This design comes from an exercise in tuning for small area on the open sky130 flow, not from production work. Function was checked by simulation only, so behaviour that the tests miss may differ from the original. Power is estimated from default activity; no workload was simulated.

## flow/design.v (module list and top-level ports; edited modules follow where they fit)
// module can_register: 18 lines
// module can_register_asyn: 23 lines
// module can_register_asyn_syn: 27 lines
// module can_registers: 735 lines
// module can_btl: 238 lines
// module can_crc: 25 lines
// module can_acf: 227 lines
// module can_ibo: 16 lines
// module can_fifo: 173 lines
// module can_bsp: 1406 lines
// module can_top: 367 lines
// module can_ctrl: 38 lines
module can_ctrl
(
  input        clk,
  input        rst,
  input  [7:0] wb_dat_i,
  output [7:0] wb_dat_o,
  input        wb_cyc_i,
  input        wb_stb_i,
  input        wb_we_i,
  input  [7:0] wb_adr_i,
  output       wb_ack_o,
  input        rx_i,
  output       tx_o,
  output       bus_off_on,
  output       irq_on,
  output       clkout_o,
  output       self_test_ctrl_o
);
  // ...
==> flow/flow/run.sh <==
#!/bin/bash
# Own layout flow: the standard ORFS flow (standard.sh, with its standard synthesis script
# synth_recipe.tcl) with two changes in how the layout is made:
#  - Yosys's ABC technology-mapping step uses an area-oriented script (flow/abc_map.script)
#    instead of ORFS's delay-oriented abc_speed.script; registers are mapped before ABC runs,
#    so the registers, their names and cell types are those of the standard synthesis;
#  - clock tree synthesis inserts no dummy loads and clusters more sinks per buffer.
# Each tool's full output goes to the ORFS logs under orfs/logs, and make's to make.log.
set -euo pipefail
W=$(pwd)
rm -rf "$W/scripts"
cp -r "$FLOW_HOME/scripts" "$W/scripts"
cp "$W/flow/abc_map.script" "$W/scripts/abc_speed.script"
export CTS_ARGS="-sink_clustering_enable -repair_clock_nets -dont_use_dummy_load -sink_clustering_size 20 -sink_clustering_max_diameter 90 -buf_list sky130_fd_sc_hd__clkbuf_16"
bash "$W/standard.sh" SCRIPTS_DIR="$W/scripts" finish > "$W/make.log" 2>&1
==> flow/flow/abc_map.script <==
strash
&get -n
&st
&deepsyn -T 60
&put
dch -f
amap
topo
==> flow/standard.sh <==
#!/bin/bash
# synth_recipe.tcl (not shown) runs the flow's synth.tcl, then flattens the netlist and writes it again
# the make line also repeats each setting of config.mk as NAME=value (left out here)
make -C /OpenROAD-flow-scripts/flow DESIGN_CONFIG=/design/flow/config.mk WORK_HOME=/design/flow/orfs CLKGATE_MAP_FILE= SYNTH_SCRIPT=/design/flow/synth_recipe.tcl "${@:-finish}"
==> flow/config.mk <==
export PLATFORM = sky130hd
export DESIGN_NAME = can_ctrl
export DESIGN_NICKNAME = can_ctrl
export VERILOG_FILES = /design/flow/design.v
export SDC_FILE = /design/flow/constraint.sdc
export NUM_CORES = 4
export LEC_CHECK = 0
export CAP_MARGIN = 20
export CORE_MARGIN = 2
export CORE_UTILIZATION = 60
export PLACE_DENSITY = 0.7
export SLEW_MARGIN = 20
==> flow/constraint.sdc <==
create_clock -name core_clock -period 10.0 [get_ports {clk}]
set_input_delay 2.0000 -clock core_clock [delete_from_list [all_inputs] [get_ports {clk}]]
set_output_delay 2.0000 -clock core_clock [all_outputs]
set_load 0.01 [all_outputs]
==> impl_metrics.toml, run 1 <==
[yosys]
synthAdderAreaFrac_pct = 2.80
async_flop_share_pct = 22.7
synth.area.top_cells = "edfxtp_1, dfrtp_1, nor2_1"
yosys.area.top_type = "edfxtp_1"
ys_ff_latch = 1446
synth-xor-area-share_pct = 0
yosysWarnings = 16
yosysMostFrequentCell = "edfxtp_1"

[cts]
cts_resized = 0
cts_root_buffer = "clkbuf_16"

[cells_and_area]
multi_input_area_share_pct = 27.9
area_growth_pct = 8.19
final_common_cell = "edfxtp_1"
n_antenna_cell = 4
signal_buffers = 135
final_cell_area_um2 = 67500
nMultiInputCombCells = 3163

[worst_setup_path]
path_depth = 20
max_stage_delay_ns = 0.80
r2r_slack_ns = 3.63
startpoint = "wb_adr_i[3]"
r2r_end = "u_can_top.i_can_bsp.i_can_fifo.fifo_cnt[6]"
worstSetupEndpoint = "u_can_top.data_out[3]"
crit_family = "buffers and inverters"

[run_status]
status = "timing/DRC/antenna clean"

[global_routing]
gr-usage-all-layers_pct = 36.8
grt_max_degree = 128
grt_pass1_vias = 43900
antenna_found_initial = 12
grt_use_met1_pct = 54.4

[sta]
fin_crit_sh_pct = 73.3
fin_ws_ns = 2.67
slew_headroom_pct = 15.7
finalClockSkew_ns = 0.0616
final-max-slew-violation-count = 0

[power_and_ir_drop]
seq-power_w = 0.00648
swShare_pct = 21.7
p_int_w = 0.00807
power.group.top = "sequential cells"
p_leak_nw = 20.6

[route]
routed.top_layer = "met5"

[floorplan]
dieHeight_um = 326
dieWidth_um = 326

[place]
place_area_um2 = 65400
==> run 2: changes to the inputs <==
--- a/flow/flow/run.sh
+++ b/flow/flow/run.sh
@@ -12,4 +12,4 @@
 cp -r "$FLOW_HOME/scripts" "$W/scripts"
 cp "$W/flow/abc_map.script" "$W/scripts/abc_speed.script"
-export CTS_ARGS="-sink_clustering_enable -repair_clock_nets -dont_use_dummy_load -sink_clustering_size 20 -sink_clustering_max_diameter 90 -buf_list sky130_fd_sc_hd__clkbuf_16"
+export CTS_ARGS="-sink_clustering_enable -repair_clock_nets -dont_use_dummy_load -sink_clustering_size 18 -sink_clustering_max_diameter 80 -buf_list sky130_fd_sc_hd__clkbuf_16"
 bash "$W/standard.sh" SCRIPTS_DIR="$W/scripts" finish > "$W/make.log" 2>&1
--- a/flow/config.mk
+++ b/flow/config.mk
@@ -6,7 +6,8 @@
 export NUM_CORES = 4
 export LEC_CHECK = 0
-export CAP_MARGIN = 20
+export CAP_MARGIN = 10
 export CORE_MARGIN = 2
 export CORE_UTILIZATION = 60
+export GPL_TIMING_DRIVEN = 0
 export PLACE_DENSITY = 0.7
-export SLEW_MARGIN = 20
+export SLEW_MARGIN = 10
==> run 2 against run 1 <==
Power grew 1.9%. Final cell count down 0.47%. Worst hold slack better by 0.0047 ns. Wire length is 1.4% higher. Clock-buffer cell count is 7 higher. Core utilization rose by 0.52 points. Clock skew decreased by 0.0049 ns. First-iteration DRC count is 1.5% higher. Synthesized area did not move. Largest cell class unchanged.
==> impl_metrics.toml, run 2 <==
[run_status]
status = "timing/DRC/antenna clean"

[route]
vias = 46900
drc = 0
firstDrtPassIters = 9
first_iter_violations = 7280
drt_wl_total_mm = 200
vias_per_cell = 6.93
ant_nets = 0
wl_per_cell_um = 29.6

[cts]
clkTransAtPathRegs_ns = 0.07
clock_path_buffers = 3
cts_tree = "built"
cts_resized = 0
post_cts_buffers = 0
cts_buffers = 90
h-tree-depth = 3
clkSinkCount = 1446
cts_root_buffer = "clkbuf_16"
clk_latency_ns = 0.70
cts_hold_buf = 0

[sta]
fin_crit_sh_pct = 95.1
fmax_mhz = 105
worstMarginPinSlew_ns = 1.34
final-max-slew-violation-count = 0
fin_ws_ns = 0.488
rsz0062_at_grt = "false"
layout_min_cycle_time_ns = 9.51
finalHoldViolations = 0
setup_viol = 0
slew_headroom_pct = 10.3
finalClockSkew_ns = 0.0567

[yosys]
synth-seq-area-share_pct = 66.5
yosys.area.top_type = "edfxtp_1"
async_flop_share_pct = 22.7
netlist.area_leader.share_pct = 52.4
synth.area.top_cells = "edfxtp_1, dfrtp_1, nor2_1"
ys_ff_latch = 1446
yosysMostFrequentCell = "edfxtp_1"
synth-main-ff-cell = "edfxtp_1"
synth_cell_types = 61
yosysWarnings = 16
synthTopCellsByCount = "edfxtp_1, nor2_1, clkinv_1"
synth_edf_count = 1088
synth_area_per_cell_um2 = 12.0
synth.net_count = 5354
netlist_area_um2 = 62400
syn_inst = 5198

[floorplan]
dieArea_um2 = 107000
start_util_pct = 60.4
num_rows = 118
io_pins = 36
dieHeight_um = 326
dieWidth_um = 326
core_region_area_um2 = 103000

[worst_setup_path]
startpoint_type = "input port"
cp_max_fo = 21
r2r_end = "u_can_top.data_out[3]"
cp.arrival_ns = 9.88
r2r_slack_ns = 1.29
startpoint = "wb_adr_i[3]"
endpoint_kind = "register"
cp.required_ns = 10.37
r2r_cells = 14
worst-setup-path-type = "in -> reg"

[global_routing]
gr-usage-all-layers_pct = 37.3
grt_pass1_wl_mm = 295
overflow = 0
grt_pass1_vias = 44200
grt_max_degree = 85
antenna_found_initial = 9

[run]
max-cap-violations = 0

[cells_and_area]
largest_reg_flops = 512
final_cell_mix = "edfxtp_1, nor2_1, clkinv_1, o22ai_1, dfrtp_1"
largest_register = "u_can_top.i_can_bsp.i_can_fifo.fifo"
layout-drive-gt1-share_pct = 4.37
area_growth_pct = 9.05
final_common_cell = "edfxtp_1"
finalNonFillerCells = 6768
reg.largest.list = "u_can_top.i_can_bsp.i_can_fifo.fifo (512), u_can_top.i_can_bsp.i_can_fifo.length_fifo (256)"
finalNetCount = 5541

[place]
dp.cells = 6673
hpwl_mm = 141
pre_cts_slack_ns = 0.191
port_buffers = 34
gp_congestion = 1.03

[power_and_ir_drop]
p_per_area_nw_per_um2 = 154
p_leak_nw = 20.7
ir_worst_vdd_v = 0.000176

[min_path]
holdPathStages = 0
hp-start = "u_can_top.rx_sync_tmp"
holdCritPathClass = "reg -> reg"
whs_endpoint = "u_can_top.rx_sync"
## run 2: cell counts after synthesis
Identical to the previous run, type by type.
## run 2: critical path, stage by stage
cell	delay, ns
clkdlybuf4s50_1	0.80
clkinv_1	0.51
ha_1	0.46
ha_1	0.29
clkinv_1	0.09
nor2_1	0.19
a21oi_1	0.09
o22ai_2	0.67
clkinv_1	0.38
nor2_2	0.59
buf_8	0.25
clkinv_1	0.85
nor2_1	0.72
clkinv_1	0.41
o32ai_1	0.22
nor4_1	0.12
nor3_1	0.80
a41oi_1	0.40
## run 2: cell families (layout without fill, tap and decap cells)
logic type	Yosys count	after routing	synth area share [%]
AOI/OAI and AO/OA	1435	1435	15.9
and+or+nand+nor	1594	1594	11.2
DFF	1446	1446	66.5
adders and majority gates	134	134	2.80
buffers and inverters	589	774	3.54
other	0	5	0
## run 2: routing by layer
layer / share of wire (%) / up-vias / GRT usage (%)
met5: 0.018 / - / 0
met4: 3.1 / 6 / 10.1
met3: 12 / 384 / 7.56
met2: 45 / 2964 / 56.2
met1: 40 / 23300 / 55.9
li1: - / 20300 / -
## run 2: worst max path at each step
stage / end / slack (ns) / cells after the start
floorplan: u_can_top.i_can_bsp.ack_err_latched / 1.95 / 1
global placement: u_can_top.data_out[6] / -4.36 / 12
detailed placement: u_can_top.data_out[3] / 0.19 / 18
CTS: u_can_top.data_out[3] / 0.87 / 18
global route: u_can_top.data_out[3] / 0.34 / 18
finish: u_can_top.data_out[3] / 0.49 / 18
## run 2: power breakdown
part / total, W / switching [W] / leakage [nW] / internal, W
registers: 0.00649 / 0.0000498 / 12.5 / 0.00644
clock network: 0.00350 / 0.00191 / 1.11 / 0.00159
logic: 0.000503 / 0.000344 / 7.06 / 0.000159
## run 2: stage by stage
step | instance area (µm²) | utilization, % | TNS [ns] | power (W) | hold WS, ns
2_1_floorplan | 62400 | - | 0 | 0.00688 | 0.345
3_3_place_gp | 64500 | 62.4 | -989.39 | 0.00708 | 0.345
4_1_cts | 68000 | 65.8 | 0 | 0.0105 | 0.364
3_5_place_dp | 65700 | 63.6 | 0 | 0.00711 | 0.353
6_report | 68000 | 65.8 | 0 | 0.0105 | 0.364
5_1_grt | 68000 | 65.8 | 0 | 0.0107 | 0.369
## run 2: final cells by class
class | count | area (µm²)
clock buffer | 90 | 2250
fill | 7887 | 35300
timing repair buffer | 95 | 1400
multi-input combinational | 3163 | 18900
sequential | 1446 | 41500
inverter | 589 | 2230
tap | 1380 | 1730
antenna | 5 | 12.5
==> run 3: changes to the inputs <==
==> flow/flow/run.sh (replaced) <==
#!/bin/bash
# Own layout flow: the standard ORFS flow (standard.sh, with its standard synthesis script
# synth_recipe.tcl) with these changes in how the layout is made:
#  - Yosys's ABC technology-mapping step uses an area-oriented script (flow/abc_map.script)
#    instead of ORFS's delay-oriented abc_speed.script, and adders are left to ABC as plain
#    logic (ADDER_MAP_FILE empty) instead of being mapped to half/full-adder cells. Registers
#    are mapped before ABC runs, so the registers, their names and cell types are those of the
#    standard synthesis;
#  - port buffers use the smallest buffer cell (buf_1);
#  - clock tree synthesis inserts no dummy loads and clusters more sinks per buffer.
# Each tool's full output goes to its ORFS log under orfs/logs; make's output goes to make.log.
set -euo pipefail
W=$(pwd)
rm -rf "$W/scripts"
cp -r "$FLOW_HOME/scripts" "$W/scripts"
cp "$W/flow/abc_map.script" "$W/scripts/abc_speed.script"
export BUFFER_PORTS_ARGS="-buffer_cell sky130_fd_sc_hd__buf_1"
export CTS_ARGS="-sink_clustering_enable -repair_clock_nets -dont_use_dummy_load -sink_clustering_size 20 -sink_clustering_max_diameter 90 -buf_list sky130_fd_sc_hd__clkbuf_16"
bash "$W/standard.sh" SCRIPTS_DIR="$W/scripts" ADDER_MAP_FILE= finish > "$W/make.log" 2>&1
==> flow/flow/abc_map.script (replaced) <==
strash
&get -n
&st
&deepsyn -T 60
&dch -f
&nf -R 1000 -p -F 8 -A 4
&put
topo
--- a/flow/config.mk
+++ b/flow/config.mk
@@ -6,8 +6,7 @@
 export NUM_CORES = 4
 export LEC_CHECK = 0
-export CAP_MARGIN = 10
+export CAP_MARGIN = 20
 export CORE_MARGIN = 2
 export CORE_UTILIZATION = 60
-export GPL_TIMING_DRIVEN = 0
 export PLACE_DENSITY = 0.7
-export SLEW_MARGIN = 10
+export SLEW_MARGIN = 20
==> run 3 against run 2 <==
Still clean. Highest routed layer unchanged. Synthesized cell count shrank 11%. Cell area is 4.5% lower. Largest cell class unchanged. Worst setup slack better by 3.1 ns. Sequential share of layout area grew 2.9 points. Power shrank 1.8%.
==> impl_metrics.toml, run 3 <==
[cells_and_area]
largest_reg_flops = 512
largest_register = "u_can_top.i_can_bsp.i_can_fifo.fifo"
final_cell_mix = "edfxtp_1, nor2_1, nand2_1, dfrtp_1, o22ai_1"
final_common_cell = "edfxtp_1"
final_cell_area_um2 = 64900
reg.largest.list = "u_can_top.i_can_bsp.i_can_fifo.fifo (512), u_can_top.i_can_bsp.i_can_fifo.length_fifo (256)"
area_growth_pct = 8.39
finalNonFillerCells = 6171
finalNetCount = 4907
layout-drive-gt1-share_pct = 5.67

[floorplan]
dieWidth_um = 320
start_util_pct = 60.7
dieHeight_um = 320
num_rows = 115
dieArea_um2 = 102000
core_region_area_um2 = 98700
io_pins = 36

[yosys]
yosysMostFrequentCell = "edfxtp_1"
async_flop_share_pct = 22.7
synth-seq-area-share_pct = 69.3
synth_area_per_cell_um2 = 12.9
synth_edf_count = 1088
synthTopCellsByCount = "edfxtp_1, nor2_1, nand2_1"
yosys.area.top_type = "edfxtp_1"
synth_cell_types = 67
synth.net_count = 4663
netlist.area_leader.share_pct = 54.5
syn_inst = 4641
synth-main-ff-cell = "edfxtp_1"
synth.area.top_cells = "edfxtp_1, dfrtp_1, nor2_1"
netlist_area_um2 = 59900
ys_ff_latch = 1446
yosysWarnings = 16

[worst_setup_path]
worst-setup-path-type = "in -> reg"
cp.required_ns = 10.53
cp_max_fo = 23
worstPathCellList = "buf_1, xor2_1, xnor2_1, o21ai_0, nor3_1, a21oi_1, xor2_1, xnor2_2, buf_4, and2_0, nand2_1, o22ai_1, nor4_1, a211oi_1, nor4_1"
cp.arrival_ns = 6.91
startpoint_type = "input port"
cpMaxStageDelayCell = "and2_0"
endpoint_kind = "register"
max_stage_delay_ns = 0.78
path_buf_inv = 2
crit_family = "simple AND/OR/NAND/NOR gates"

[sta]
layout_min_cycle_time_ns = 6.38
fin_crit_sh_pct = 63.8
finalClockSkew_ns = 0.0435
worstMarginPinSlew_ns = 1.23
finalHoldViolations = 0
slew_headroom_pct = 18.0
rsz0062_at_grt = "false"
final-max-slew-violation-count = 0
fin_ws_ns = 3.62
final.setup.tns_ns = 0
fmax_mhz = 157
setup_viol = 0

[place]
port_buffers = 34
place_area_um2 = 62800
pre_cts_slack_ns = 3.02
dp.cells = 6087
gp_congestion = 1.02
hpwl_mm = 128

[cts]
cts_root_buffer = "clkbuf_16"
cts_buffers = 82
clock_path_buffers = 3
cts_hold_buf = 0
cts_resized = 0
clkTransAtPathRegs_ns = 0.09
clk_latency_ns = 0.69
cts_tree = "built"
h-tree-depth = 3
post_cts_buffers = 0
clkSinkCount = 1446

[run_status]
status = "timing/DRC/antenna clean"

[route]
wl_met2_mm = 81.9
first_iter_violations = 7753
firstDrtPassIters = 11
drt_wl_total_mm = 191
wl_per_cell_um = 30.9
met1_length_mm = 75.7
met3_length_mm = 26.2
drc = 0
vias = 44100
ant_nets = 0
routed.top_layer = "met5"
vias_per_cell = 7.15

[global_routing]
grt_pass1_wl_mm = 278
antenna_found_initial = 6
gr-usage-all-layers_pct = 37.1
grt_max_degree = 112
grt_pass1_vias = 41000
overflow = 0

[min_path]
holdCritPathClass = "reg -> reg"

[power_and_ir_drop]
ir_worst_vdd_v = 0.000146
p_per_area_nw_per_um2 = 159
p_leak_nw = 20.0

[run]
max-cap-violations = 0
==> run 3: cell types whose count changed after synthesis, moves of 43 or more <==
cell / delta
a222oi_1: +66
mux2_1: +56
ha_1: -125
xnor2_1: +75
nor2_1: -209
nand2_1: +96
or2_0: -47
xor2_1: +47
nand2b_1: +43
clkinv_1: -502
a21oi_1: +70
o22ai_1: -112
==> run 3: final cells by class <==
| class | count | area [µm²] |
|---|---|---|
| inverter | 87 | 334 |
| fill | 7340 | 33800 |
| sequential | 1446 | 41500 |
| multi-input combinational | 3108 | 18400 |
| timing repair buffer | 160 | 1080 |
| clock buffer | 82 | 2050 |
| tap | 1287 | 1610 |
| antenna | 1 | 2.50 |
==> run 3: logic make-up after synthesis <==
| logic type | synth area share (%) |
|---|---|
| simple gates | 12.2 |
| mux | 1.19 |
| compound gates | 14.8 |
| fa+ha+maj | 0.150 |
| flops | 69.3 |
| xor+xnor | 1.78 |
| buf+inv | 0.545 |
==> run 3: through the flow <==
step                      util [%]  hold slack (ns)  total power [W]
after floorplan                  -            0.345          0.00691
after global placement        63.7            0.347          0.00712
after detailed placement      63.7            0.351          0.00713
after CTS                     65.7            0.363           0.0103
after global routing          65.8            0.369           0.0106
final                         65.8            0.362           0.0103
==> run 3: worst reg2reg max path: cells and delay by family (launching register included) <==
kind | cells | cell delay (ns)
AO/OA/AOI/OAI | 6 | 0.99
buffers and inverters | 1 | 0.81
flip-flops | 1 | 0.91
AND/OR/NAND/NOR | 8 | 3.12
==> run 3: path summary, 6_finish.rpt <==
path	from	depth (start not counted)	slack, ns	endpoint
min	u_can_top.rx_sync_tmp	0	0.36	u_can_top.rx_sync
min reg2reg	u_can_top.rx_sync_tmp	0	0.36	u_can_top.rx_sync
max	wb_adr_i[2]	15	3.62	u_can_top.data_out[5]
max in group asynchronous	rst	4	6.66	u_can_top.i_can_bsp.tx_pointer[3]
max reg2reg	u_can_top.i_can_btl.sampled_bit	15	4.09	u_can_top.i_can_bsp.rx_err_cnt[5]
min in group asynchronous	rst	2	1.49	u_can_top.i_can_bsp.overload_cnt2[0]
==> run 3: per-layer routing <==
layer | global-route usage (%) | vias up
met5 | 0 | -
li1 | - | 18800
met4 | 11.4 | 4
met1 | 55.6 | 21800
met2 | 53.6 | 3113
met3 | 9.59 | 408
==> run 3: report_power, final <==
part	internal, W	total [W]	switching (W)
Combinational	0.000156	0.000499	0.000344
Sequential	0.00644	0.00651	0.0000689
Clock	0.00146	0.00330	0.00184
Total	0.00806	0.0103	0.00225
==> run 4: changes to the inputs <==
--- a/flow/flow/run.sh
+++ b/flow/flow/run.sh
@@ -16,4 +16,4 @@
 cp "$W/flow/abc_map.script" "$W/scripts/abc_speed.script"
 export BUFFER_PORTS_ARGS="-buffer_cell sky130_fd_sc_hd__buf_1"
-export CTS_ARGS="-sink_clustering_enable -repair_clock_nets -dont_use_dummy_load -sink_clustering_size 20 -sink_clustering_max_diameter 90 -buf_list sky130_fd_sc_hd__clkbuf_16"
+export CTS_ARGS="-sink_clustering_enable -repair_clock_nets -dont_use_dummy_load -sink_clustering_size 25 -sink_clustering_max_diameter 100 -buf_list sky130_fd_sc_hd__clkbuf_16"
 bash "$W/standard.sh" SCRIPTS_DIR="$W/scripts" ADDER_MAP_FILE= finish > "$W/make.log" 2>&1
==> run 4 against run 3 <==
Still clean on timing, DRC and antenna. Critical path depth did not move. Flip-flop and latch count did not move. Worst setup slack got worse by 0.15 ns. Clock power fell by 8.8%. Clock-buffer cell count fell by 14. Die area did not move. Worst hold slack improved by 0.0013 ns. First-iteration DRC count fell by 2.6%. Sequential share of layout area rose by 0.34 points. Fmax fell by 2.2%. Cell area fell by 0.54%. Via count fell by 0.73%. Critical endpoint unchanged. Largest cell class unchanged. Highest routed layer unchanged.
==> impl_metrics.toml, run 4 <==
[min_path]
holdPathStages = 0
holdCritPathClass = "reg -> reg"
whs_endpoint = "u_can_top.rx_sync"
hp-start = "u_can_top.rx_sync_tmp"

[run]
max-cap-violations = 0

[cts]
cts_resized = 0
cts_hold_buf = 0
clkTransAtPathRegs_ns = 0.10
h-tree-depth = 3
clkSinkCount = 1446
clk_latency_ns = 0.68
cts_root_buffer = "clkbuf_16"
post_cts_buffers = 0
clock_path_buffers = 3
cts_buffers = 68
cts_tree = "built"

[worst_setup_path]
cp_max_fo = 23
endpoint_kind = "register"
max_stage_delay_ns = 0.78
r2r_cells = 15
startpoint_type = "input port"
r2r_end = "u_can_top.i_can_bsp.rx_err_cnt[5]"
worstPathCellList = "buf_1, xor2_1, xnor2_1, o21ai_0, nor3_1, a21oi_1, xor2_1, xnor2_2, buf_4, and2_0, nand2_1, o22ai_1, nor4_1, a211oi_1, nor4_1"
r2r_slack_ns = 4.15
cpMaxStageDelayCell = "and2_0"
cp.required_ns = 10.53
r2r_start = "u_can_top.i_can_btl.sampled_bit"
path_buf_inv = 2
crit_family = "simple AND/OR/NAND/NOR gates"
cp.arrival_ns = 7.05
worst-setup-path-type = "in -> reg"

[cells_and_area]
final_cell_mix = "edfxtp_1, nor2_1, nand2_1, dfrtp_1, o22ai_1"
finalNetCount = 4893
area_growth_pct = 7.81
largest_reg_flops = 512
largest_register = "u_can_top.i_can_bsp.i_can_fifo.fifo"
final_cell_area_um2 = 64600
layout-drive-gt1-share_pct = 5.40
reg.largest.list = "u_can_top.i_can_bsp.i_can_fifo.fifo (512), u_can_top.i_can_bsp.i_can_fifo.length_fifo (256)"
final_common_cell = "edfxtp_1"
finalNonFillerCells = 6158

[sta]
layout_min_cycle_time_ns = 6.52
worstMarginPinSlew_ns = 1.23
slew_headroom_pct = 17.4
final-max-slew-violation-count = 0
fin_crit_sh_pct = 65.2
final.setup.tns_ns = 0
finalClockSkew_ns = 0.0561
setup_viol = 0
finalHoldViolations = 0
fmax_mhz = 153
rsz0062_at_grt = "false"
holdWs_ns = 0.363

[floorplan]
dieHeight_um = 320
num_rows = 115
core_region_area_um2 = 98700
dieWidth_um = 320
io_pins = 36
start_util_pct = 60.7
dieArea_um2 = 102000

[yosys]
ys_ff_latch = 1446
yosysWarnings = 16
synth.net_count = 4663
synth-seq-area-share_pct = 69.3
syn_inst = 4641
async_flop_share_pct = 22.7
synth_area_per_cell_um2 = 12.9
netlist.area_leader.share_pct = 54.5
synth.area.top_cells = "edfxtp_1, dfrtp_1, nor2_1"
synth-main-ff-cell = "edfxtp_1"
synth_cell_types = 67
synth_edf_count = 1088
synthTopCellsByCount = "edfxtp_1, nor2_1, nand2_1"
yosys.area.top_type = "edfxtp_1"
netlist_area_um2 = 59900
yosysMostFrequentCell = "edfxtp_1"

[route]
first_iter_violations = 7554
drt_wl_total_mm = 190
vias = 43800
ant_nets = 0
drc = 0
vias_per_cell = 7.11
firstDrtPassIters = 10
wl_per_cell_um = 30.9

[global_routing]
antenna_found_initial = 3
overflow = 0
grt_max_degree = 112
grt_pass1_vias = 40700
grt_pass1_wl_mm = 277
gr-usage-all-layers_pct = 37.0

[run_status]
status = "timing/DRC/antenna clean"

[place]
hpwl_mm = 128
place_area_um2 = 62800
gp_congestion = 1.02
port_buffers = 34
dp.cells = 6087

[power_and_ir_drop]
power_frac_seq_pct = 65.0
swShare_pct = 21.9
combPwrFrac_pct = 5.0
p_int_w = 0.00782
ir_worst_vdd_v = 0.000154
switchingPower_w = 0.00219
clockPowerShare_pct = 30.0
totalPowerFinal_w = 0.0100
p_per_area_nw_per_um2 = 155
p_leak_nw = 19.8
[run 4: logic make-up (layout without fill, tap and decap cells)]
logic type	count (synthesis)	after routing	share of synthesized area, %
compound gates	1319	1319	14.8
xor+xnor	122	122	1.78
fa+ha+maj	9	9	0.150
buf+inv	87	315	0.545
flops	1446	1446	69.3
mux	64	64	1.19
other cells	0	2	0
simple gates	1594	1594	12.2
[run 4: worst max-delay path by stage]
| stage | startpoint | to | slack, ns | cells after the start |
|---|---|---|---|---|
| floorplan | rst | u_can_top.i_can_bsp.ack_err_latched | 1.95 | 1 |
| global placement | wb_adr_i[1] | u_can_top.data_out[5] | 3.10 | 16 |
| detailed placement | wb_adr_i[1] | u_can_top.data_out[5] | 3.02 | 16 |
| CTS | wb_adr_i[1] | u_can_top.data_out[5] | 3.68 | 16 |
| global route | wb_adr_i[1] | u_can_top.data_out[5] | 3.34 | 18 |
| finish | wb_adr_i[2] | u_can_top.data_out[5] | 3.48 | 15 |
[run 4: metal layers]
| metal | global-route usage, % | wire [µm] | vias up |
|---|---|---|---|
| met3 | 10.2 | 25600 | 392 |
| met4 | 11.9 | 7050 | 2 |
| met1 | 55.1 | 76000 | 21700 |
| met5 | 0 | 13 | - |
| li1 | - | - | 18800 |
| met2 | 53.2 | 81700 | 2963 |
[run 4: final cells by class]
class,instances,area (µm²)
timing repair buffer,160,1080
clock buffer,68,1700
multi-input combinational,3108,18400
sequential,1446,41500
inverter,87,334
fill,7368,34100
antenna,2,5.00
tap,1287,1610
[run 4: power by group through the flow]
stage | clock (W) | combinational (W) | sequential, W
2_1_floorplan | 0 | 0.000287 | 0.00663
3_3_place_gp | 0 | 0.000480 | 0.00664
3_5_place_dp | 0 | 0.000488 | 0.00664
4_1_cts | 0.00302 | 0.000490 | 0.00651
5_1_grt | 0.00322 | 0.000537 | 0.00652
6_report | 0.00301 | 0.000499 | 0.00651
[run 4: worst register-to-register path: stages (launching register included)]
cell      delay, ns
dfstp_2        0.92
clkinv_1       0.77
nand2_1        0.34
a211o_1        0.13
o21ai_0        0.10
nand4_1        0.20
nor2b_1        0.38
nand3b_1       0.20
nor3b_1        0.80
and3_1         0.48
o21ai_0        0.14
and2_0         0.22
a21boi_0       0.29
nor3_1         0.47
o21ai_0        0.15
o21ai_0        0.17
[run 4: per-stage QoR]
stage	utilization [%]	worst slack (ns)
after global routing	65.4	3.34
after global placement	63.7	3.10
after detailed placement	63.7	3.02
after CTS	65.4	3.68
final	65.4	3.48
after floorplan	-	1.95
==> module can_fifo, before the edit <==
module can_fifo
( 
  clk,
  rst,
  wr,
  data_in,
  addr,
  data_out,
  fifo_selected,
  reset_mode,
  release_buffer,
  extended_mode,
  overrun,
  info_empty,
  info_cnt
);
parameter Tp = 1;
input         clk;
input         rst;
input         wr;
input   [7:0] data_in;
input   [5:0] addr;
input         reset_mode;
input         release_buffer;
input         extended_mode;
input         fifo_selected;
output  [7:0] data_out;
output        overrun;
output        info_empty;
output  [6:0] info_cnt;
  reg     [7:0] fifo [0:63];
  reg     [3:0] length_fifo[0:63];
  reg           overrun_info[0:63];
reg     [5:0] rd_pointer;
reg     [5:0] wr_pointer;
reg     [5:0] read_address;
reg     [5:0] wr_info_pointer;
reg     [5:0] rd_info_pointer;
reg           wr_q;
reg     [3:0] len_cnt;
reg     [6:0] fifo_cnt;
reg     [6:0] info_cnt;
reg           latch_overrun;
reg           initialize_memories;
wire    [3:0] length_info;
wire          write_length_info;
wire          fifo_empty;
wire          fifo_full;
wire          info_full;
assign write_length_info = (~wr) & wr_q;
always @ (posedge clk or posedge rst)
begin
  if (rst)
    wr_q <= 1'b0;
  else if (reset_mode)
    wr_q <= 1'b0;
  else
    wr_q <= wr;
end
always @ (posedge clk or posedge rst)
begin
  if (rst)
    len_cnt <= 4'h0;
  else if (reset_mode | write_length_info)
    len_cnt <= 4'h0;
  else if (wr & (~fifo_full))
    len_cnt <= len_cnt + 1'b1;
end
always @ (posedge clk or posedge rst)
begin
  if (rst)
    wr_info_pointer <= 6'h0;
  else if (write_length_info & (~info_full) | initialize_memories)
    wr_info_pointer <= wr_info_pointer + 1'b1;
  else if (reset_mode)
    wr_info_pointer <= rd_info_pointer;
end
always @ (posedge clk or posedge rst)
begin
  if (rst)
    rd_info_pointer <= 6'h0;
  else if (release_buffer & (~info_full))
    rd_info_pointer <= rd_info_pointer + 1'b1;
end
always @ (posedge clk or posedge rst)
begin
  if (rst)
    rd_pointer <= 5'h0;
  else if (release_buffer & (~fifo_empty))
    rd_pointer <= rd_pointer + {2'h0, length_info};
end
always @ (posedge clk or posedge rst)
begin
  if (rst)
    wr_pointer <= 5'h0;
  else if (reset_mode)
    wr_pointer <= rd_pointer;
  else if (wr & (~fifo_full))
    wr_pointer <= wr_pointer + 1'b1;
end
always @ (posedge clk or posedge rst)
begin
  if (rst)
    latch_overrun <= 1'b0;
  else if (reset_mode | write_length_info)
    latch_overrun <= 1'b0;
  else if (wr & fifo_full)
    latch_overrun <= 1'b1;
end
always @ (posedge clk or posedge rst)
begin
  if (rst)
    fifo_cnt <= 7'h0;
  else if (reset_mode)
    fifo_cnt <= 7'h0;
  else if (wr & (~release_buffer) & (~fifo_full))
    fifo_cnt <= fifo_cnt + 1'b1;
  else if ((~wr) & release_buffer & (~fifo_empty))
    fifo_cnt <= fifo_cnt - {3'h0, length_info};
  else if (wr & release_buffer & (~fifo_full) & (~fifo_empty))
    fifo_cnt <= fifo_cnt - {3'h0, length_info} + 1'b1;
end
assign fifo_full = fifo_cnt == 7'd64;
assign fifo_empty = fifo_cnt == 7'd0;
always @ (posedge clk or posedge rst)
begin
  if (rst)
    info_cnt <= 7'h0;
  else if (reset_mode)
    info_cnt <= 7'h0;
  else if (write_length_info ^ release_buffer)
    begin
      if (release_buffer & (~info_empty))
        info_cnt <= info_cnt - 1'b1;
      else if (write_length_info & (~info_full))
        info_cnt <= info_cnt + 1'b1;
    end
end
assign info_full = info_cnt == 7'd64;
assign info_empty = info_cnt == 7'd0;
always @ (extended_mode or rd_pointer or addr)
begin
  if (extended_mode)       
    read_address = rd_pointer + (addr - 6'd16);
  else                     
    read_address = rd_pointer + (addr - 6'd20);
end
always @ (posedge clk or posedge rst)
begin
  if (rst)
    initialize_memories <= 1'b1;
  else if (&wr_info_pointer)
    initialize_memories <= 1'b0;
end
  always @ (posedge clk)
  begin
    if (wr & (~fifo_full))
      fifo[wr_pointer] <= data_in;
  end
  assign data_out = fifo[read_address];
  always @ (posedge clk)
  begin
    if (write_length_info & (~info_full) | initialize_memories)
      length_fifo[wr_info_pointer] <= len_cnt & {4{~initialize_memories}};
  end
  assign length_info = length_fifo[rd_info_pointer];
  always @ (posedge clk)
  begin
    if (write_length_info & (~info_full) | initialize_memories)
      overrun_info[wr_info_pointer] <= (latch_overrun | (wr & fifo_full)) & (~initialize_memories);
  end
  assign overrun = overrun_info[rd_info_pointer];
endmodule
==> run 5: changes to the inputs <==
--- a/flow/design.v
+++ b/flow/design.v
@@ -1318,5 +1318,5 @@
 `timescale 1ns / 1ns
 module can_fifo
-( 
+(
   clk,
   rst,
@@ -1333,5 +1333,4 @@
   info_cnt
 );
-parameter Tp = 1;
 input         clk;
 input         rst;
@@ -1347,10 +1346,9 @@
 output        info_empty;
 output  [6:0] info_cnt;
-  reg     [7:0] fifo [0:63];
-  reg     [3:0] length_fifo[0:63];
-  reg           overrun_info[0:63];
+reg     [7:0] fifo [0:63];
+reg     [3:0] length_fifo [0:63];
+reg           overrun_info [0:63];
 reg     [5:0] rd_pointer;
 reg     [5:0] wr_pointer;
-reg     [5:0] read_address;
 reg     [5:0] wr_info_pointer;
 reg     [5:0] rd_info_pointer;
@@ -1366,4 +1364,5 @@
 wire          fifo_full;
 wire          info_full;
+wire    [5:0] read_address;
 assign write_length_info = (~wr) & wr_q;
 always @ (posedge clk or posedge rst)
@@ -1404,5 +1403,5 @@
 begin
   if (rst)
-    rd_pointer <= 5'h0;
+    rd_pointer <= 6'h0;
   else if (release_buffer & (~fifo_empty))
     rd_pointer <= rd_pointer + {2'h0, length_info};
@@ -1411,5 +1410,5 @@
 begin
   if (rst)
-    wr_pointer <= 5'h0;
+    wr_pointer <= 6'h0;
   else if (reset_mode)
     wr_pointer <= rd_pointer;
@@ -1457,11 +1456,5 @@
 assign info_full = info_cnt == 7'd64;
 assign info_empty = info_cnt == 7'd0;
-always @ (extended_mode or rd_pointer or addr)
-begin
-  if (extended_mode)       
-    read_address = rd_pointer + (addr - 6'd16);
-  else                     
-    read_address = rd_pointer + (addr - 6'd20);
-end
+assign read_address = rd_pointer + (extended_mode ? (addr - 6'd16) : (addr - 6'd20));
 always @ (posedge clk or posedge rst)
 begin
@@ -1471,22 +1464,42 @@
     initialize_memories <= 1'b0;
 end
-  always @ (posedge clk)
-  begin
-    if (wr & (~fifo_full))
-      fifo[wr_pointer] <= data_in;
-  end
-  assign data_out = fifo[read_address];
-  always @ (posedge clk)
-  begin
-    if (write_length_info & (~info_full) | initialize_memories)
-      length_fifo[wr_info_pointer] <= len_cnt & {4{~initialize_memories}};
-  end
-  assign length_info = length_fifo[rd_info_pointer];
-  always @ (posedge clk)
-  begin
-    if (write_length_info & (~info_full) | initialize_memories)
-      overrun_info[wr_info_pointer] <= (latch_overrun | (wr & fifo_full)) & (~initialize_memories);
-  end
-  assign overrun = overrun_info[rd_info_pointer];
+wire       wr_data = wr & (~fifo_full);
+wire       wr_info = write_length_info & (~info_full) | initialize_memories;
+wire [3:0] info_len_in = len_cnt & {4{~initialize_memories}};
+wire       info_ovr_in = (latch_overrun | (wr & fifo_full)) & (~initialize_memories);
+wire [63:0] rd_sel   = 64'd1 << read_address;
+wire [63:0] info_sel = 64'd1 << rd_info_pointer;
+integer i;
+always @ (posedge clk)
+begin
+  if (wr_data)
+    fifo[wr_pointer] <= data_in;
+end
+always @ (posedge clk)
+begin
+  if (wr_info)
+    begin
+      length_fifo[wr_info_pointer] <= info_len_in;
+      overrun_info[wr_info_pointer] <= info_ovr_in;
+    end
+end
+reg [7:0] data_out_r;
+reg [3:0] length_info_r;
+reg       overrun_r;
+always @ (*)
+begin
+  data_out_r = 8'h0;
+  length_info_r = 4'h0;
+  overrun_r = 1'b0;
+  for (i = 0; i < 64; i = i + 1)
+    begin
+      data_out_r    = data_out_r    | ({8{rd_sel[i]}}   & fifo[i]);
+      length_info_r = length_info_r | ({4{info_sel[i]}} & length_fifo[i]);
+      overrun_r     = overrun_r     | (info_sel[i]      & overrun_info[i]);
+    end
+end
+assign data_out = data_out_r;
+assign length_info = length_info_r;
+assign overrun = overrun_r;
 endmodule
 `timescale 1ns / 1ns
==> flow/flow/abc_map.script (replaced) <==
strash
&get -n
&st
&deepsyn -T 60
&dch -f
&nf -R 1000 -p -F 16 -A 8 -C 32
&put
topo
==> run 5 against run 4 <==
Core utilization is 0.17 points lower. Still clean. Via count is 0.48% higher. Clock-buffer cell count stayed put. Clock skew is 0.014 ns lower. Global-route usage is 2.6 points higher. Combinational power is 26% lower. Largest power group unchanged. Worst setup slack worse by 1.3 ns.
==> impl_metrics.toml, run 5 <==
[power_and_ir_drop]
p_per_area_nw_per_um2 = 154
ir_worst_vdd_v = 0.000154
p_leak_nw = 19.9
totalPowerFinal_w = 0.00989

[global_routing]
gr-usage-all-layers_pct = 39.6
grt_pass1_wl_mm = 291
grt_pass1_vias = 40800
overflow = 0
antenna_found_initial = 1
grt_max_degree = 71

[cts]
post_cts_buffers = 0
clk_latency_ns = 0.69
clock_path_buffers = 3
clkTransAtPathRegs_ns = 0.10
cts_resized = 0
cts_tree = "built"
cts_hold_buf = 0
h-tree-depth = 3
clkSinkCount = 1446
cts_root_buffer = "clkbuf_16"
cts_buffers = 68

[cells_and_area]
layout-drive-gt1-share_pct = 5.37
nFillCells = 7302
final_common_cell = "edfxtp_1"
reg.largest.list = "u_can_top.i_can_bsp.i_can_fifo.fifo (512), u_can_top.i_can_bsp.i_can_fifo.length_fifo (256)"
fin_util_pct = 65.3
largest_register = "u_can_top.i_can_bsp.i_can_fifo.fifo"
area_growth_pct = 7.78
finalNetCount = 4698
largest_reg_flops = 512
final_cell_mix = "edfxtp_1, nor2_1, nand2_1, dfrtp_1, a22oi_1"

[worst_setup_path]
startpoint_type = "input port"
r2r_slack_ns = 4.25
r2r_end = "u_can_top.data_out[3]"
r2r_start = "u_can_top.i_can_bsp.i_can_fifo.rd_pointer[0]"
endpoint_kind = "register"
worst-setup-path-type = "in -> reg"
cpMaxStageDelayCell = "or2_0"
cp_max_fo = 13
cp.required_ns = 10.55
crit_family = "simple AND/OR/NAND/NOR gates"
worstPathCellList = "buf_1, or2_0, nand3_1, and3_1, or2_0, nor2_1, nand2_1, and3_1, nand2_1, nand3_1, nand2_1, a21oi_1, a22oi_1, nor2_1, a222oi_1, nand4_1, nor4_1, nand3_1, nor4_1, a31oi_1"
max_stage_delay_ns = 0.77
cp.arrival_ns = 8.34
r2r_cells = 19
path_buf_inv = 1

[min_path]
holdPathStages = 0
whs_endpoint = "u_can_top.rx_sync"
holdCritPathClass = "reg -> reg"
hp-start = "u_can_top.rx_sync_tmp"

[yosys]
synth.area.top_cells = "edfxtp_1, dfrtp_1, nor2_1"
synth_area_per_cell_um2 = 13.4
yosys.area.top_type = "edfxtp_1"
syn_inst = 4437
synth-seq-area-share_pct = 69.6
yosysWarnings = 16
synth-main-ff-cell = "edfxtp_1"
synth.net_count = 4459
async_flop_share_pct = 22.7
netlist_area_um2 = 59600
synthTopCellsByCount = "edfxtp_1, nor2_1, nand2_1"
synth_cell_types = 65
netlist.area_leader.share_pct = 54.8
ys_ff_latch = 1446
synth_edf_count = 1088
yosysMostFrequentCell = "edfxtp_1"

[floorplan]
num_rows = 115
io_pins = 36
dieHeight_um = 319
dieWidth_um = 319
dieArea_um2 = 102000
start_util_pct = 60.6
core_region_area_um2 = 98400

[route]
ant_nets = 0
routed.top_layer = "met4"
drt_wl_total_mm = 204
vias = 44000
met1_length_mm = 76.5
met3_length_mm = 28.3
wl_per_cell_um = 34.1
first_iter_violations = 8722
wl_met2_mm = 88.2
firstDrtPassIters = 11
drc = 0
vias_per_cell = 7.38

[sta]
final.setup.tns_ns = 0
layout_min_cycle_time_ns = 7.78
rsz0062_at_grt = "false"
fin_crit_sh_pct = 77.8
worstMarginPinSlew_ns = 1.26
setup_viol = 0
fin_ws_ns = 2.22
finalClockSkew_ns = 0.0425
fmax_mhz = 128
finalHoldViolations = 0
final-max-slew-violation-count = 0
slew_headroom_pct = 15.8

[place]
port_buffers = 34
pre_cts_slack_ns = 1.72
hpwl_mm = 142
gp_congestion = 1.04

[run_status]
status = "timing/DRC/antenna clean"

[run]
max-cap-violations = 0
run 5: cell types whose count changed in the layout (fill, tap and decap cells not counted), moves of 62 or more:
cell,change
a21oi_1,-62
nand4_1,+77
a22oi_1,+158
o22ai_1,-195
o21ai_0,-103
run 5: worst max-delay path by stage:
stage          cells past startpoint                                   to        start
2_1_floorplan                      1  u_can_top.i_can_bsp.ack_err_latched          rst
3_3_place_gp                      19                u_can_top.data_out[3]  wb_adr_i[0]
3_5_place_dp                      20                u_can_top.data_out[3]  wb_adr_i[0]
4_1_cts                           20                u_can_top.data_out[3]  wb_adr_i[0]
5_1_grt                           20                u_can_top.data_out[3]  wb_adr_i[0]
6_report                          20                u_can_top.data_out[3]  wb_adr_i[0]
run 5: worst reg2reg max path, cell delays in order (launching register included):
cell      delay, ns
dfrtp_1        0.48
xnor2_1        0.28
nand3_1        0.13
and3_1         0.24
or2_0          0.22
nor2_1         0.15
nand2_1        0.11
and3_1         0.26
nand2_1        0.08
nand3_1        0.12
nand2_1        0.20
a21oi_1        0.13
a22oi_1        0.71
nor2_1         0.44
a222oi_1       0.48
nand4_1        0.22
nor4_1         0.56
nand3_1        0.21
nor4_1         0.52
a31oi_1        0.07
run 5: layout make-up:
type | count | area (µm²) | share of cell area (%)
flip-flops and latches | 1446 | 41500 | 64.6
multi-input cells | 2914 | 18000 | 28.0
clock buffers | 68 | 1700 | 2.65
well taps | 1287 | 1610 | 2.51
repair buffers | 169 | 1150 | 1.79
inverters | 77 | 297 | 0.462
diodes | 1 | 2.50 | 0.00390
run 5: cell families after synthesis:
logic type | after synthesis | synth area share, %
compound gates | 1148 | 14.1
xor+xnor | 124 | 1.82
fa+ha+maj | 11 | 0.185
buf+inv | 77 | 0.485
flops | 1446 | 69.6
mux | 85 | 1.58
simple gates | 1546 | 12.2
run 5: metrics by stage:
step | cells | hold slack, ns | area, µm²
6_report | 5962 | 0.366 | 64200
5_1_grt | 5961 | 0.372 | 64200
4_1_cts | 5961 | 0.368 | 64200
3_5_place_dp | 5893 | 0.350 | 62500
3_3_place_gp | 5892 | 0.351 | 62500
2_1_floorplan | 4437 | 0.345 | 59600
run 5: report_power, final:
part / switching [W] / internal, W / total, W
registers: 0.0000534 / 0.00644 / 0.00649
logic: 0.000256 / 0.000115 / 0.000371
clock network: 0.00180 / 0.00123 / 0.00303
total: 0.00211 / 0.00778 / 0.00989
run 5: per-layer routing:
metal | global-route usage [%] | vias up
li1 | - | 18200
met1 | 57.2 | 21800
met2 | 58.1 | 3463
met3 | 10.1 | 560
met4 | 15.6 | 0
met5 | 0 | -
==> run 6: changes to the inputs <==
--- a/flow/config.mk
+++ b/flow/config.mk
@@ -8,5 +8,5 @@
 export CAP_MARGIN = 20
 export CORE_MARGIN = 2
-export CORE_UTILIZATION = 60
-export PLACE_DENSITY = 0.7
+export CORE_UTILIZATION = 70
+export PLACE_DENSITY = 0.8
 export SLEW_MARGIN = 20
==> run 6 against run 5 <==
Sequential power about the same. Critical endpoint unchanged. Largest power group unchanged. Register-to-register slack lost 0.13 ns. Synthesized area unchanged. Clock skew grew 0.042 ns. Largest cell class unchanged. Global-route usage is 5.6 points higher.
==> impl_metrics.toml, run 6 <==
[cts]
cts_hold_buf = 0
cts_buffers = 67
clock_path_buffers = 3
clkTransAtPathRegs_ns = 0.10
post_cts_buffers = 0
cts_tree = "built"
clkSinkCount = 1446
clk_latency_ns = 0.69
h-tree-depth = 3
cts_root_buffer = "clkbuf_16"
cts_resized = 0

[run]
max-cap-violations = 0

[yosys]
synth-seq-area-share_pct = 69.6
synth_area_per_cell_um2 = 13.4
yosys.area.top_type = "edfxtp_1"
synth-main-ff-cell = "edfxtp_1"
netlist_area_um2 = 59600
yosysWarnings = 16
synth.net_count = 4459
synth.area.top_cells = "edfxtp_1, dfrtp_1, nor2_1"
ys_ff_latch = 1446
synth_edf_count = 1088
yosysMostFrequentCell = "edfxtp_1"
syn_inst = 4437
synthTopCellsByCount = "edfxtp_1, nor2_1, nand2_1"
synth_cell_types = 65
netlist.area_leader.share_pct = 54.8
async_flop_share_pct = 22.7

[worst_setup_path]
endpoint_kind = "register"
worstSetupEndpoint = "u_can_top.data_out[3]"
cp.arrival_ns = 8.03
r2r_cells = 19
cpMaxStageDelayCell = "a22oi_1"
cp.required_ns = 10.53
cp_max_fo = 12
max_stage_delay_ns = 0.71
r2r_start = "u_can_top.i_can_bsp.i_can_fifo.rd_pointer[0]"
startpoint = "wb_adr_i[1]"
worstPathCellList = "buf_1, nand2_1, nand3_1, and3_1, or2_0, nor2_1, nand2_1, and3_1, nand2_1, a21o_1, nor3_1, a21oi_1, a22oi_1, nor2_1, a222oi_1, nand4_1, nor4_1, nand3_1, nor4_1, a31oi_1"
startpoint_type = "input port"
worst-setup-path-type = "in -> reg"
cp_common_cell = "nand2_1"
r2r_slack_ns = 4.12
r2r_end = "u_can_top.data_out[3]"

[global_routing]
grt_pass1_wl_mm = 284
overflow = 0
grt_pass1_vias = 41700
grt_max_degree = 171
gr-usage-all-layers_pct = 45.2
antenna_found_initial = 7

[power_and_ir_drop]
ir_worst_vdd_v = 0.000208
p_leak_nw = 19.8
p_per_area_nw_per_um2 = 154
totalPowerFinal_w = 0.00986

[place]
pre_cts_slack_ns = 2.23
hpwl_mm = 136
gp_congestion = 1.09
port_buffers = 34

[sta]
fin_crit_sh_pct = 75.1
layout_min_cycle_time_ns = 7.51
worstMarginPinSlew_ns = 1.22
holdWs_ns = 0.363
fmax_mhz = 133
slew_headroom_pct = 18.2
rsz0062_at_grt = "false"
setup_viol = 0
finalHoldViolations = 0
finalClockSkew_ns = 0.0840
fin_ws_ns = 2.49
final.setup.tns_ns = 0
final-max-slew-violation-count = 0

[cells_and_area]
area_growth_pct = 7.24
largest_reg_flops = 512
final_common_cell = "edfxtp_1"
fin_util_pct = 75.4
largest_register = "u_can_top.i_can_bsp.i_can_fifo.fifo"
final_cell_mix = "edfxtp_1, nor2_1, nand2_1, dfrtp_1, a22oi_1"
nFillCells = 5403
reg.largest.list = "u_can_top.i_can_bsp.i_can_fifo.fifo (512), u_can_top.i_can_bsp.i_can_fifo.length_fifo (256)"
layout-drive-gt1-share_pct = 4.92
finalNetCount = 4681

[floorplan]
dieHeight_um = 296
core_region_area_um2 = 84700
num_rows = 107
dieWidth_um = 296
dieArea_um2 = 87500
start_util_pct = 70.3
io_pins = 36

[route]
vias = 45400
vias_per_cell = 7.81
drc = 0
first_iter_violations = 9965
wl_per_cell_um = 34.2
drt_wl_total_mm = 198
ant_nets = 0
firstDrtPassIters = 10

[min_path]
holdCritPathClass = "reg -> reg"

[run_status]
status = "timing/DRC/antenna clean"
==> run 6: worst min path at each step <==
stage	start	endpoint	slack, ns	depth (start not counted)
floorplan	u_can_top.rx_sync_tmp	u_can_top.rx_sync	0.35	0
global placement	u_can_top.rx_sync_tmp	u_can_top.rx_sync	0.35	0
detailed placement	u_can_top.rx_sync_tmp	u_can_top.rx_sync	0.35	0
global route	u_can_top.rx_sync_tmp	u_can_top.rx_sync	0.37	0
CTS	u_can_top.rx_sync_tmp	u_can_top.rx_sync	0.36	0
finish	u_can_top.rx_sync_tmp	u_can_top.rx_sync	0.36	0
==> run 6: critical path, delay by kind of cell <==
kind            cells  cell delay (ns)
compound gates      5             1.74
buf+inv             1             0.45
simple gates       14             3.80
==> run 6: layout make-up <==
class / instances / area (µm²) / area share [%]
diodes: 6 / 15.0 / 0.0235
clock buffers: 67 / 1680 / 2.62
inverters: 77 / 297 / 0.464
multi-input cells: 2914 / 18000 / 28.1
flip-flops and latches: 1446 / 41500 / 64.9
well taps: 1144 / 1430 / 2.24
repair buffers: 153 / 1030 / 1.61
==> run 6: logic make-up (layout without fill, tap and decap cells) <==
family	after synthesis	count (layout)	share of synthesized area, %
AO/OA/AOI/OAI	1148	1148	14.1
XOR/XNOR	124	124	1.82
adder cells (fa/ha/maj)	11	11	0.185
buffers and inverters	77	297	0.485
flip-flops	1446	1446	69.6
multiplexers	85	85	1.58
other	0	6	0
AND/OR/NAND/NOR	1546	1546	12.2
==> run 6: through the flow <==
stage          std cells  cell area, µm²
2_1_floorplan       4437           59600
3_3_place_gp        5731           62200
3_5_place_dp        5732           62200
4_1_cts             5799           63900
5_1_grt             5803           63900
6_report            5807           63900
==> run 6: metal layers <==
metal / up-vias / global-route usage (%) / routed length [µm]
met3: 878 / 14.1 / 33100
li1: 18200 / - / -
met4: 4 / 22.5 / 13100
met5: - / 0 / 27
met2: 4412 / 65.0 / 84000
met1: 21900 / 63.1 / 68200
==> run 6: power by group <==
group | switching, W | total, W | internal, W
registers | 0.0000573 | 0.00649 | 0.00644
clock network | 0.00179 | 0.00299 | 0.00121
logic | 0.000254 | 0.000369 | 0.000115
==> run 7: changes to the inputs <==
--- a/flow/config.mk
+++ b/flow/config.mk
@@ -6,7 +6,7 @@
 export NUM_CORES = 4
 export LEC_CHECK = 0
-export CAP_MARGIN = 20
+export CAP_MARGIN = 5
 export CORE_MARGIN = 2
 export CORE_UTILIZATION = 70
 export PLACE_DENSITY = 0.8
-export SLEW_MARGIN = 20
+export SLEW_MARGIN = 5
==> run 7 against run 6 <==
Final cell count decreased by 0.77%. Combinational power decreased by 6.8%. Worst setup slack got worse by 0.37 ns. Power decreased by 0.40%. Largest cell class unchanged. Critical endpoint unchanged. Flip-flop and latch count unchanged. Still clean. Non-clock buffer count decreased by 33. Synthesized area decreased by 0.28%. Register-to-register slack got worse by 0.76 ns.
==> impl_metrics.toml, run 7 <==
[route]
vias = 45100
drt_wl_total_mm = 198
drc = 0
ant_nets = 0
wl_per_cell_um = 34.4
firstDrtPassIters = 14
first_iter_violations = 10200
vias_per_cell = 7.82

[cells_and_area]
layout-drive-gt1-share_pct = 4.16
finalNonFillerCells = 5762
reg.largest.list = "u_can_top.i_can_bsp.i_can_fifo.fifo (512), u_can_top.i_can_bsp.i_can_fifo.length_fifo (256)"
largest_reg_flops = 512
finalNetCount = 4642
area_growth_pct = 6.75
final_common_cell = "edfxtp_1"
final_cell_mix = "edfxtp_1, nor2_1, nand2_1, dfrtp_1, a22oi_1"
final_cell_area_um2 = 63400
largest_register = "u_can_top.i_can_bsp.i_can_fifo.fifo"

[min_path]
holdCritPathClass = "reg -> reg"

[power_and_ir_drop]
p_per_area_nw_per_um2 = 155
ir_worst_vdd_v = 0.000164
power_frac_seq_pct = 66.1
clockPowerShare_pct = 30.3
swShare_pct = 21.1
p_int_w = 0.00775
switchingPower_w = 0.00207
combPwrFrac_pct = 3.5
p_leak_nw = 19.6
totalPowerFinal_w = 0.00982

[worst_setup_path]
cp_max_fo = 16
cp.required_ns = 10.47
endpoint_kind = "register"
worst-setup-path-type = "in -> reg"
startpoint_type = "input port"
cp.arrival_ns = 8.35

[sta]
slew_headroom_pct = 10.0
final.setup.tns_ns = 0
fmax_mhz = 127
layout_min_cycle_time_ns = 7.88
finalClockSkew_ns = 0.0768
setup_viol = 0
holdWs_ns = 0.389
worstMarginPinSlew_ns = 1.34
rsz0062_at_grt = "false"
fin_crit_sh_pct = 78.8
finalHoldViolations = 0
final-max-slew-violation-count = 0

[yosys]
synth.net_count = 4453
async_flop_share_pct = 22.7
yosys.area.top_type = "edfxtp_1"
synth-main-ff-cell = "edfxtp_1"
netlist_area_um2 = 59400
netlist.area_leader.share_pct = 55.0
yosysMostFrequentCell = "edfxtp_1"
synth-seq-area-share_pct = 69.8
yosysWarnings = 16
ys_ff_latch = 1446
synth_cell_types = 64
synth.area.top_cells = "edfxtp_1, dfrtp_1, nor2_1"
synth_area_per_cell_um2 = 13.4
syn_inst = 4431
synthTopCellsByCount = "edfxtp_1, nor2_1, nand2_1"
synth_edf_count = 1088

[global_routing]
gr-usage-all-layers_pct = 45.4
antenna_found_initial = 11
grt_max_degree = 132
grt_pass1_vias = 41700
overflow = 0
grt_pass1_wl_mm = 284

[cts]
clock_path_buffers = 3
h-tree-depth = 3
cts_tree = "built"
post_cts_buffers = 0
cts_buffers = 67
clkSinkCount = 1446
clkTransAtPathRegs_ns = 0.10
cts_hold_buf = 0
clk_latency_ns = 0.69
cts_resized = 0
cts_root_buffer = "clkbuf_16"

[floorplan]
dieArea_um2 = 87300
dieWidth_um = 295
io_pins = 36
core_region_area_um2 = 83800
start_util_pct = 70.9
num_rows = 106
dieHeight_um = 295

[run]
max-cap-violations = 0

[place]
place_area_um2 = 61700
dp.cells = 5685
port_buffers = 34
hpwl_mm = 136
gp_congestion = 1.06

[run_status]
status = "timing/DRC/antenna clean"
## run 7: cell families after synthesis
family                   count (synthesis)  share of synthesized area (%)
buffers and inverters                   77                          0.486
XOR/XNOR                               106                           1.56
AO/OA/AOI/OAI                         1177                           14.4
multiplexers                            81                           1.52
flip-flops                            1446                           69.8
adder cells (fa/ha/maj)                 10                          0.168
AND/OR/NAND/NOR                       1534                           12.0
## run 7: power groups by stage
stage          Combinational [W]  Sequential, W  Clock [W]
6_report                0.000344        0.00649    0.00298
5_1_grt                 0.000366        0.00650    0.00313
4_1_cts                 0.000335        0.00649    0.00295
3_5_place_dp            0.000333        0.00662          0
3_3_place_gp            0.000322        0.00662          0
2_1_floorplan           0.000195        0.00661          0
## run 7: through the flow
step	util (%)	worst slack, ns
floorplan	-	1.95
global placement	73.7	2.14
detailed placement	73.7	2.08
CTS	75.7	2.46
global route	75.7	2.08
finish	75.7	2.12
## run 7: layout make-up
class	count	area (µm²)
antenna	10	25.0
clock buffer	67	1680
fill	5236	20400
inverter	77	297
multi-input combinational	2908	17700
sequential	1446	41500
tap	1134	1420
timing repair buffer	120	779
## run 7: final timing paths
| check | from | endpoint | slack (ns) | cells after the start |
|---|---|---|---|---|
| max in group asynchronous | rst | async pin | 6.87 | 3 |
| max reg2reg | register | u_can_top.data_out[3] | 3.36 | 19 |
| min in group asynchronous | rst | u_can_top.i_can_bsp.rx_dlc | 1.57 | 2 |
| max | wb_adr_i[2] | u_can_top.data_out[3] | 2.12 | 19 |
| min reg2reg | u_can_top.rx_sync_tmp | u_can_top.rx_sync | 0.39 | 0 |
| min | u_can_top.rx_sync_tmp | u_can_top.rx_sync | 0.39 | 0 |
## run 7: routing by layer
layer	track usage (%)	up-vias	routed length (µm)
met5	0.0554	-	127
met4	21.1	6	12400
met3	14.7	786	32700
met2	65.6	4489	84800
met1	63.4	21700	68100
li1	-	18100	-
## run 7: critical path, cell delays in order
cell,delay (ns)
buf_1,0.73
nor2_1,0.17
nand2b_1,0.25
xnor2_1,0.38
nand2_1,0.09
o21ai_0,0.11
or3_1,0.17
nand2_1,0.06
o21ai_0,0.58
or3_1,0.27
nor3_1,0.06
a31oi_1,0.67
nor2_1,0.46
a222oi_1,0.40
nand4_1,0.17
a2111oi_0,0.69
nand4_1,0.47
nor4_1,0.54
a41oi_1,0.07

-- port drivers added, routing unchanged --
In the flow no input, the clock included, has a driving cell. The finished layouts below were timed again as built, in two steps.
Step 1: set_driving_cell puts a clkbuf_16 on clk and a buf_2 on each other input, an assumption about the parent block.
Step 2 times the ports against the registers' clock, not the clock port: input delays grow and output delays shrink by t, the midpoint of the rising clock arrivals with the driver on.
Three values: ideal ports, drivers, drivers and shift; two values: the first two.
run | t (ns) | setup slack, ns | slew at the worst register clock pin (ns) | worst slew at a driven data input, ns | pins driven straight from the clock port
run 1 | 0.750 | 2.672 / 2.576 / 1.826 | 0.09 / 0.09 | 0.17 | 1
run 2 | 0.748 | 0.488 / 0.383 / -0.364 | 0.09 / 0.09 | 0.18 | 1
run 3 | 0.737 | 3.625 / 3.620 / 2.883 | 0.10 / 0.10 | 0.07 | 1
run 4 | 0.730 | 3.479 / 3.480 / 2.750 | 0.10 / 0.10 | 0.07 | 1
run 5 | 0.748 | 2.216 / 2.231 / 1.483 | 0.11 / 0.11 | 0.14 | 1
run 6 | 0.713 | 2.494 / 2.374 / 1.661 | 0.11 / 0.11 | 0.20 | 1
run 7 | 0.722 | 2.122 / 2.162 / 1.441 | 0.11 / 0.11 | 0.15 | 1
Met with ideal ports but missed after step 2: setup timing in run 2. For run 2, which loses most, drivers alone change the setup slack by -0.105 ns; drivers and shift together by -0.852 ns.
